Context: an optimization exercise on an open-source flow, tuned for small area. The choices shown serve that exercise and are no tape-out recipe. Only simulation tests tie the RTL to the original design; equivalence was not proved. Power figures rest on the tool's default switching activity, not on a simulated workload.

west:
// cpu65xx
module cpu65xx(clk, enable, reset, nmi_n, irq_n, so_n, din, dout, addr, we, debugOpcode, debugPc, debugA, debugX, debugY, debugS);
  input clk;
  wire clk;
  input enable;
  wire enable;
  input reset;
  wire reset;
  input nmi_n;
  wire nmi_n;
  input irq_n;
  wire irq_n;
  input so_n;
  wire so_n;
  input [7:0] din;
  wire [7:0] din;
  output [7:0] dout;
  wire [7:0] dout;
  output [15:0] addr;
  reg [15:0] addr;
  output we;
  wire we;
  output [7:0] debugOpcode;
  reg [7:0] debugOpcode;
  output [15:0] debugPc;
  reg [15:0] debugPc;
  output [7:0] debugA;
  reg [7:0] debugA;
  output [7:0] debugX;
  reg [7:0] debugX;
  output [7:0] debugY;
  reg [7:0] debugY;
  output [7:0] debugS;
  reg [7:0] debugS;
  wire [7:0] _0000_;
  wire _0001_;
  wire _0002_;
  wire _0003_;
  wire _0004_;
  wire _0005_;
  wire _0006_;
  wire _0007_;
  wire _0008_;
  wire _0009_;
  wire _0010_;
  wire _0011_;
  wire _0012_;
  wire _0013_;
  wire _0014_;
  wire _0015_;
  wire _0016_;
  wire _0017_;
  wire _0018_;
  wire _0019_;
  wire _0020_;
  wire _0021_;
  wire _0022_;
  wire _0023_;
  wire _0024_;
  wire _0025_;
  wire _0026_;
  wire _0027_;
  wire _0028_;
  wire _0029_;
  wire _0030_;
  wire _0031_;
  wire _0032_;
  wire _0033_;
  wire _0034_;
  wire _0035_;
  wire _0036_;
  wire _0037_;
  wire _0038_;
  wire _0039_;
  wire _0040_;
  wire _0041_;
  wire _0042_;
  wire _0043_;
  wire _0044_;
  wire _0045_;
  wire _0046_;
  wire _0047_;
  wire _0048_;
  wire _0049_;
  wire _0050_;
  wire _0051_;
  wire _0052_;
  wire _0053_;
  wire _0054_;
  wire _0055_;
  wire _0056_;
  wire _0057_;
  wire _0058_;
  wire _0059_;
  wire _0060_;
  wire _0061_;
  wire _0062_;
  wire _0063_;
  wire _0064_;
  wire _0065_;
  wire _0066_;
  wire _0067_;
  wire _0068_;
  wire _0069_;
  wire _0070_;
  wire _0071_;
  wire _0072_;
  wire _0073_;
  wire _0074_;
  wire _0075_;
  wire _0076_;
  ...
Size: roughly 1100 cells after synthesis, about 95 I/O pins.
export LEC_CHECK = 0
export CAP_MARGIN = 20
export CORE_MARGIN = 2
export CORE_UTILIZATION = 65
export SLEW_MARGIN = 20
create_clock -name core_clock -period 10.0 [get_ports {clk}]
standard.sh (not shown) runs the stock make flow with config.mk's settings and CLKGATE_MAP_FILE= SYNTH_SCRIPT=/design/flow/synth_recipe.tcl, a recipe that flattens the netlist after the stock synthesis.
==> flow/flow/run.sh <==
#!/bin/bash
# Standard ORFS layout (the standard.sh), with two changes:
#  - the port buffers are the smallest buffer (buf_1) instead of the
#    default choice;
#  - clock tree synthesis inserts no dummy loads.
set -euo pipefail
export BUFFER_PORTS_ARGS="-buffer_cell sky130_fd_sc_hd__buf_1"
export CTS_ARGS="-sink_clustering_enable -repair_clock_nets -dont_use_dummy_load"
bash standard.sh > standard.log 2>&1
west | stages: all done | timing, DRC, antenna: all pass
Setup changes, west to north
- putting ABC_AREA at 1 where nothing was set
==> flow/flow/run.sh <==
#!/bin/bash
# Standard ORFS layout (the standard.sh), with two changes:
#  - the port buffers are the smallest buffer (buf_1) instead of the
#    default choice;
#  - clock tree synthesis uses clkbuf_8 and inserts no dummy loads.
set -euo pipefail
export BUFFER_PORTS_ARGS="-buffer_cell sky130_fd_sc_hd__buf_1"
export CTS_ARGS="-sink_clustering_enable -repair_clock_nets -dont_use_dummy_load -buf_list sky130_fd_sc_hd__clkbuf_8"
bash standard.sh > standard.log 2>&1
Results
Worst hold slack: north vs west up 0.036 ns
Last element of the critical path: dout[7] -> north, addr[15] -> west
Number of core rows came out exactly the same in north and west.
north vs west — total design power dropped by a little under 10%
On leakage power figure, west beats north.
Going from west to north, sequential share of cell area moved up, area of all placed cells without fillers shows a reduction of 370 µm², xor/xnor cell area share of the yosys netlist now sits lower, first-pass GRT wire length saw a decrease, utilization moved down.
NOTE cell depth of the worst setup path west->north decreased by more than 10%
Reported for north and west, async set or reset register ratio after synthesis turned out identical to the last digit.

---

## build 24
cpu65xx, a different RTL version from the one above (not shown whole).
For scale: roughly 1100 cells after synthesis, ~98 flip-flops, roughly 95 I/O pins, roughly 9900 sq um of cells after synthesis.
==> flow/config.mk <==
export PLATFORM = sky130hd
export DESIGN_NAME = cpu65xx
export DESIGN_NICKNAME = cpu65xx
export VERILOG_FILES = /design/flow/design.v
export SDC_FILE = /design/flow/constraint.sdc
export NUM_CORES = 4
export LEC_CHECK = 0
export CAP_MARGIN = 20
export CORE_MARGIN = 2
export CORE_UTILIZATION = 55
export SLEW_MARGIN = 20
==> flow/constraint.sdc <==
create_clock -name core_clock -period 10.0 [get_ports {clk}]
set_input_delay 2.0000 -clock core_clock [delete_from_list [all_inputs] [get_ports {clk}]]
set_output_delay 2.0000 -clock core_clock [all_outputs]
set_load 0.01 [all_outputs]
==> flow/flow/run.sh <==
#!/bin/bash
# Standard ORFS layout (the standard.sh), with two changes:
#  - the port buffers are the smallest buffer (buf_1) instead of the
#    default choice;
#  - clock tree synthesis inserts no dummy loads.
set -euo pipefail
export BUFFER_PORTS_ARGS="-buffer_cell sky130_fd_sc_hd__buf_1"
export CTS_ARGS="-sink_clustering_enable -repair_clock_nets -dont_use_dummy_load"
bash standard.sh > standard.log 2>&1
## Diff of input files: build 66 against build 24
- CORE_UTILIZATION: 55 -> 40
- ABC_AREA: unset -> 1
==> summary.txt <==
In summary, build 66 completed successfully, with a layout that passed the timing, design-rule and antenna checks.
Compare build 24 and build 66 | die width lower: build 24
For build 66, the launch point of the worst path was debugOpcode[7]$_SDFFCE_PP0P_, unlike build 24, where it was debugOpcode[4]$_SDFFCE_PP0P_.
Build 66 ends up with a total global-route track usage that is 10 points lower than in build 24.
Setup slack in build 66 is larger than in build 24.
Relative to build 66, the following input files were edited for build 4:
- ABC_AREA no longer set, was 1
-- flow/flow/run.sh --
<<< build 66, line 5
#  - clock tree synthesis inserts no dummy loads.
>>> build 4, line 5
#  - clock tree synthesis uses clkbuf_8 below the root buffer and
#    inserts no dummy loads.
<<< build 66, line 8
export CTS_ARGS="-sink_clustering_enable -repair_clock_nets -dont_use_dummy_load"
>>> build 4, line 9
export CTS_ARGS="-sink_clustering_enable -repair_clock_nets -dont_use_dummy_load -root_buf sky130_fd_sc_hd__clkbuf_16 -buf_list sky130_fd_sc_hd__clkbuf_8"
==> comparison <==
The clock group share of total power of build 4 is higher than that of build 66. Delta (build 4 minus build 66): share of total power in sequential cells saw an increase; via count saw a decrease; power saw a decrease; total length of routed met2 wires saw an increase; final cell count saw a decrease. Build 4 ends up with lower worst hold margin than build 66 does. Reported net switching power (higher): build 66. The post-synthesis xor/xnor area fraction number comes out lower for build 66 vs build 4. Of the two values seen for most common cell after layout, fill and taps aside, sky130_fd_sc_hd__nand2_1 was produced by build 66 and sky130_fd_sc_hd__nor2_1 by build 4. A largest family of logic cells by synthesized area of simple AND/OR/NAND/NOR gates is what build 66 shows, while compound AO/OA/AOI/OAI gates belongs to build 4.
Edits applied to the flow inputs when going from build 4 to build 9:
==> flow/flow/run.sh <==
#!/bin/bash
# Standard ORFS layout (the standard.sh), with two changes:
#  - the port buffers are the smallest buffer (buf_1) instead of the
#    default choice;
#  - clock tree synthesis clusters up to 50 sinks per buffer and inserts
#    no dummy loads.
set -euo pipefail
export BUFFER_PORTS_ARGS="-buffer_cell sky130_fd_sc_hd__buf_1"
export CTS_ARGS="-sink_clustering_enable -sink_clustering_size 50 -sink_clustering_max_diameter 300 -repair_clock_nets -dont_use_dummy_load"
bash standard.sh > standard.log 2>&1
--- outcome ---
- Diff build 9..build 4 | setup slack at placement | unchanged
- Delta (build 9 minus build 4): total power consumption of the routed design did not really move; sequential cell count did not really move; worst hold slack after final layout did not really move; number of signal-net inverters in the final layout did not really move.
- Build 9 | stages: all done | timing, DRC, antenna: all pass

---

Starting RTL as in the previous note.
export LEC_CHECK = 0
export ABC_AREA = 1
export CAP_MARGIN = 20
export CORE_MARGIN = 2
export CORE_UTILIZATION = 65
export SLEW_MARGIN = 20
create_clock -name core_clock -period 10.0 [get_ports {clk}]
==> flow/flow/run.sh <==
#!/bin/bash
# Standard ORFS layout (the standard.sh), with two changes:
#  - the port buffers are the smallest buffer (buf_1) instead of the
#    default choice;
#  - clock tree synthesis inserts no dummy loads.
set -euo pipefail
export BUFFER_PORTS_ARGS="-buffer_cell sky130_fd_sc_hd__buf_1"
export CTS_ARGS="-sink_clustering_enable -repair_clock_nets -dont_use_dummy_load"
bash standard.sh > standard.log 2>&1
The starting point passed the timing, design-rule and antenna checks.
==> next run, changes <==
--- a/flow/config.mk
+++ b/flow/config.mk
@@ -6,7 +6,7 @@
 export NUM_CORES = 4
 export LEC_CHECK = 0
-export ABC_AREA = 1
+export ABC_CLOCK_PERIOD_IN_PS = 14000
 export CAP_MARGIN = 20
 export CORE_MARGIN = 2
-export CORE_UTILIZATION = 65
+export CORE_UTILIZATION = 40
 export SLEW_MARGIN = 20
What happened: The changed run finished clean. Via count went down by about 8%. Cell count went down by 8.2%. First-iteration DRC count went down by about 22%. Cell area went up by about 0.47%. Wire length went up by 11%. Total power went down by about 2.7%.

---

Starting RTL as in the previous note.
==> flow/config.mk <==
export PLATFORM = sky130hd
export DESIGN_NAME = cpu65xx
export DESIGN_NICKNAME = cpu65xx
export VERILOG_FILES = /design/flow/design.v
export SDC_FILE = /design/flow/constraint.sdc
export NUM_CORES = 4
export LEC_CHECK = 0
export CAP_MARGIN = 5
export CORE_MARGIN = 2
export CORE_UTILIZATION = 55
export SLEW_MARGIN = 5
==> flow/constraint.sdc <==
create_clock -name core_clock -period 10.0 [get_ports {clk}]
set_input_delay 2.0000 -clock core_clock [delete_from_list [all_inputs] [get_ports {clk}]]
set_output_delay 2.0000 -clock core_clock [all_outputs]
set_load 0.01 [all_outputs]
Scripts as last shown in full above: flow/flow/run.sh
Next try:
Settings changed: CAP_MARGIN 5 to 20, GPL_TIMING_DRIVEN from default to 0, SLEW_MARGIN 5 to 20.
After rerunning:
- final cell count rises by a few percent
- area after synthesis does not change
- setup slack degrades by 0.26 ns
- final area came out higher by a few percent
- global-route usage came out higher by 1.6 points
- wire length rises by a few percent
- die area does not change
- critical path depth went down by 2
- clock-buffer cell count is unchanged
- maximum frequency fell by a few percent

---

== build 55 ==
RTL: one of the versions met above, not the one the previous note started from.
Size: about 9800 um2 of cells after synthesis.
export LEC_CHECK = 0
export CAP_MARGIN = 20
export CORE_MARGIN = 2
export CORE_UTILIZATION = 55
export SLEW_MARGIN = 20
create_clock -name core_clock -period 10.0 [get_ports {clk}]
Scripts as last shown in full above: flow/flow/run.sh
The following lists how build 33 was set up differently from build 55:
- putting ABC_AREA at 1 where nothing was set
[summary]
On global-route wire length before repair, the higher figure sits with build 55, not build 33.
A first element of the critical path of debugOpcode[4] is what build 55 shows, while debugOpcode[6] belongs to build 33.
Compared to build 55, the router laid down less metal wire for build 33.
Compared to build 55, build 33 has net switching component of the power about 0.6% lower.
On power in the clock group, build 55 tracks build 33 almost exactly.
For build 55, the main combinational cell family by area after synthesis was compound AO/OA/AOI/OAI gates, unlike build 33, where it was simple AND/OR/NAND/NOR gates.
Delta(flip-flop and latch share of the layout cell area, build 33 - build 55) > 0
Average instance area after synthesis ended up about 15% lower on build 33 than on build 55.

[re-timing with driven ports]
No port has a modelled driver above. Below, the same layouts with a new extraction and two added sets of constraints. Step 1 sets driving cells, clkbuf_16 on the clock port and buf_2 on the other inputs (assumed; they add their load-dependent delay and slew). Step 2, shift: input delay + t, output delay - t, t = (earliest + latest rising clock arrival at the registers) / 2. This alone moves slack from input paths to output paths. Slacks: no drivers / after step 1 / after step 2; pairs: no drivers / after step 1.
run	t (ns)	slack for setup (ns)	worst hold slack (ns)	clock arrival spread, ns	worst slew at a driven data input, ns
west	0.400	0.535 / 0.535 / 0.535	0.477 / 0.477 / 0.477	0.023 / 0.022	0.04
north	0.436	0.968 / 0.925 / 1.133	0.513 / 0.513 / 0.513	0.035 / 0.036	0.03
build 24	0.389	0.654 / 0.654 / 0.654	0.472 / 0.472 / 0.472	0.026 / 0.027	0.05
build 66	0.393	0.888 / 0.888 / 0.888	0.486 / 0.486 / 0.486	0.037 / 0.037	0.05
build 4	0.398	0.529 / 0.529 / 0.529	0.470 / 0.470 / 0.470	0.019 / 0.019	0.04
build 9	0.398	0.529 / 0.529 / 0.529	0.470 / 0.470 / 0.470	0.019 / 0.019	0.04
the first run of note 3	0.400	0.591 / 0.591 / 0.591	0.485 / 0.485 / 0.485	0.020 / 0.020	0.03
the second run of note 3	0.398	0.529 / 0.529 / 0.529	0.470 / 0.470 / 0.470	0.019 / 0.019	0.04
the first run of note 4	0.390	0.636 / 0.636 / 0.636	0.477 / 0.477 / 0.477	0.028 / 0.028	0.05
the second run of note 4	0.395	0.371 / 0.371 / 0.371	0.491 / 0.491 / 0.491	0.022 / 0.021	0.03
build 55	0.399	0.499 / 0.499 / 0.499	0.500 / 0.500 / 0.500	0.026 / 0.025	0.05
build 33	0.405	1.154 / 1.107 / 1.217	0.525 / 0.525 / 0.525	0.027 / 0.027	0.03
After both steps every run listed still meets setup and hold.
